Source: an optimization exercise on an open RTL-to-GDS flow (aim: small area, a short achievable clock period and few clock cycles). Production flows keep margins and buffers that such runs may drop.
In this exercise RTL edits were held to simulation tests only and were not proved equivalent to the original.

==> build 35: inputs <==
Design LASER, start of the top module:
module LASER (
input CLK,
input RST,
input [3:0] X,
input [3:0] Y,
output reg [3:0] C1X,
output reg [3:0] C1Y,
output reg [3:0] C2X,
output reg [3:0] C2Y,
output DONE);
make LEC_CHECK=0 CAP_MARGIN=50 CORE_MARGIN=2 CORE_UTILIZATION=62 SLEW_MARGIN=70 SYNTH_HIERARCHICAL=1 finish   # period 10.0 ns
run.sh (not shown) runs the stock make flow with config.mk's settings and CLKGATE_MAP_FILE= SYNTH_SCRIPT=/design/flow/synth_recipe.tcl, a recipe that flattens the netlist after the stock synthesis.
==> trial 84: changes against build 35 <==
CORE_UTILIZATION = 55   (was 62)
==> flow_summary.json <==
{
  "placement.cell_area_um2": 59100,
  "finalNetCount": 6150,
  "area_delta_synth_final_pct": 10.5,
  "status": "no timing/DRC/antenna violations",
  "finalWorstPathRequiredPeriod_ns": 4.32,
  "clkLatencyLatePin_ns": 0.69,
  "post-place-ws_ns": 5.70,
  "fin_hold_ws_ns": 0.310
}
Source of the figures above: trial 84

==> flow_summary.json <==
{
  "finalNetCount": 6146,
  "fin_hold_ws_ns": 0.322,
  "placement.cell_area_um2": 58800,
  "clkLatencyLatePin_ns": 0.68,
  "status": "no timing/DRC/antenna violations",
  "area_delta_synth_final_pct": 9.52,
  "post-place-ws_ns": 5.80
}
Source of the figures above: build 35

Testbench counts of build 35, summed over its fixed seeds: cycles 11,430.
Testbench counts of trial 84, summed over its fixed seeds: cycles 11,430.

* * *

==> garnet: inputs <==
Starting RTL as in the previous note.
==> flow/design.v (excerpt) <==
module LASER (
input CLK,
input RST,
input [3:0] X,
input [3:0] Y,
output reg [3:0] C1X,
output reg [3:0] C1Y,
output reg [3:0] C2X,
output reg [3:0] C2Y,
output DONE);
localparam NR = 19;      
localparam PC = 16;      
reg        inph;         
reg [5:0]  cnt;          
reg        wv;           
reg [3:0]  Xr, Yr;       
reg [4:0]  wo;           
reg        s1;           
reg        sb;           
reg [4:0]  y1;           
reg [4:0]  yb;           
reg        v2, v3;       
reg [3:0]  y2, y3;       
reg        fb, f2;       
reg        done_r;
reg        turn, changed, first;
reg [3:0]  NX, NY;
reg [5:0]  C1Max, C2Max, AllMax;
reg [5:0]  kadd;         
assign DONE = done_r;
wire st = inph & (cnt == 6'd0);      
reg [15:0] ring [0:NR-1];
wire [5:0] wsum = {2'b00, Yr} + {1'b0, wo};
wire [4:0] wrow = (wsum >= 6'd19) ? wsum - 6'd19 : wsum[4:0];
wire [15:0] wcol = 16'd1 << Xr;
integer p;
always @(posedge CLK) begin
	for (p = 0; p < NR; p = p + 1)
		ring[p] <= (st ? 16'd0 : ring[(p + 1) % NR]) |
		           ((wv && wrow == p) ? wcol : 16'd0);
end
function [3:0] dcls;
	input integer v;
	integer av;
	begin
		av = (v < 0) ? -v : v;
		dcls = {av <= 4, av <= 3, av <= 2, av == 0};
	end
endfunction
reg [15:0] cu0, cu2, cu3, cu4;
reg [9:0]  rv0, rv2, rv3, rv4;
function [15:0] oh16;
	input [3:0] v;
	oh16 = 16'd1 << v;
endfunction
function [63:0] cucls;
	input [15:0] nh;
	integer c, j;
	reg [15:0] k0, k2, k3, k4;
	begin
		for (c = 0; c < 16; c = c + 1) begin
			k0[c] = nh[c];
			k2[c] = 1'b0; k3[c] = 1'b0; k4[c] = 1'b0;
			for (j = 0; j < 16; j = j + 1) begin
				if (j - c <= 2 && c - j <= 2) k2[c] = k2[c] | nh[j];
				if (j - c <= 3 && c - j <= 3) k3[c] = k3[c] | nh[j];
				if (j - c <= 4 && c - j <= 4) k4[c] = k4[c] | nh[j];
			end
		end
		cucls = {k4, k3, k2, k0};
	end
endfunction
function [39:0] rvcls;
	input [15:0] yh;
	integer k, j;
	reg [9:0] k0, k2, k3, k4;
	begin
		for (k = 0; k < 10; k = k + 1) begin
  ...
clock: 10.0 ns
lec_check: 0
cap_margin: 80
core_margin: 2
core_utilization: 55
slew_margin: 90
synth_hierarchical: 1
==> onyx (differences from garnet) <==
--- a/flow/config.mk
+++ b/flow/config.mk
@@ -5,8 +5,8 @@
 export SDC_FILE = /design/flow/constraint.sdc
 export NUM_CORES = 4
 export LEC_CHECK = 0
-export CAP_MARGIN = 80
+export CAP_MARGIN = 20
 export CORE_MARGIN = 2
 export CORE_UTILIZATION = 55
-export SLEW_MARGIN = 90
+export SLEW_MARGIN = 20
 export SYNTH_HIERARCHICAL = 1
==> comparison table <==
Simple-gate portion of the synthesized area: garnet 9.98%; onyx 9.98%
Maximum root-to-sink buffer count: garnet 3; onyx 3
Total instance count after detailed placement: garnet 8466; onyx 6363
Share of Yosys cell area claimed by the top area cell type: garnet 33.4%; onyx 33.4%
Primary flip-flop cell chosen by synthesis mapping: garnet dfxtp_1; onyx dfxtp_1
Buffers on Ports: garnet 26; onyx 26
Count leader, synth: garnet dfxtp_1; onyx dfxtp_1
Net Count, Synth: garnet 6248; onyx 6248
Multiplexer fraction of the synthesized cell area: garnet 2.84%; onyx 2.84%
Number of gates resized after cts: garnet 207; onyx 0
DP Wirelength: garnet 237000 µm; onyx 156000 µm
Clock root cell: garnet clkbuf_16; onyx clkbuf_16
Pre-CTS WS: garnet -22.59 ns; onyx 5.60 ns
CTS Buf Count: garnet 99; onyx 100
Placed cell area: garnet 86300 µm²; onyx 58100 µm²
Setup Buffers After CTS: garnet 33; onyx 0
Status: garnet did not finish; onyx finished clean
Last stage reached: garnet 5_1_grt; onyx -
Number of distinct library cells after synthesis: garnet 101; onyx 101
Async set-or-reset flop fraction in the synthesized netlist: garnet 0%; onyx 0%
Testbench counts of garnet, summed over its fixed seeds: cycles 11,430.
Testbench counts of onyx, summed over its fixed seeds: cycles 11,430.

==> afterwards: timing with drivers on the ports <==
How much do the figures lean on ideal ports? The routed layouts below were timed once more, with nothing changed but the port constraints.
Step 1 (the two cells are an assumption about what drives the block):
set clk [get_ports {CLK}]
set_driving_cell -lib_cell sky130_fd_sc_hd__clkbuf_16 $clk
set_driving_cell -lib_cell sky130_fd_sc_hd__buf_2 [delete_from_list [all_inputs] $clk]
Step 2 times the ports against the registers' clock, not the clock port: input delays grow and output delays shrink by t, the midpoint of the rising clock arrivals with the driver on.
Slacks: no drivers / after step 1 / after step 2; pairs: no drivers / after step 1.
| run | t, ns | setup slack, ns | worst hold slack (ns) |
|---|---|---|---|
| build 35 | 0.746 | 5.758 / 5.758 / 5.758 | 0.322 / 0.322 / 0.322 |
| trial 84 | 0.747 | 5.676 / 5.676 / 5.676 | 0.310 / 0.310 / 0.310 |
| onyx | 0.777 | 5.466 / 5.466 / 5.466 | 0.321 / 0.321 / 0.321 |
After both steps every run listed still meets setup and hold.
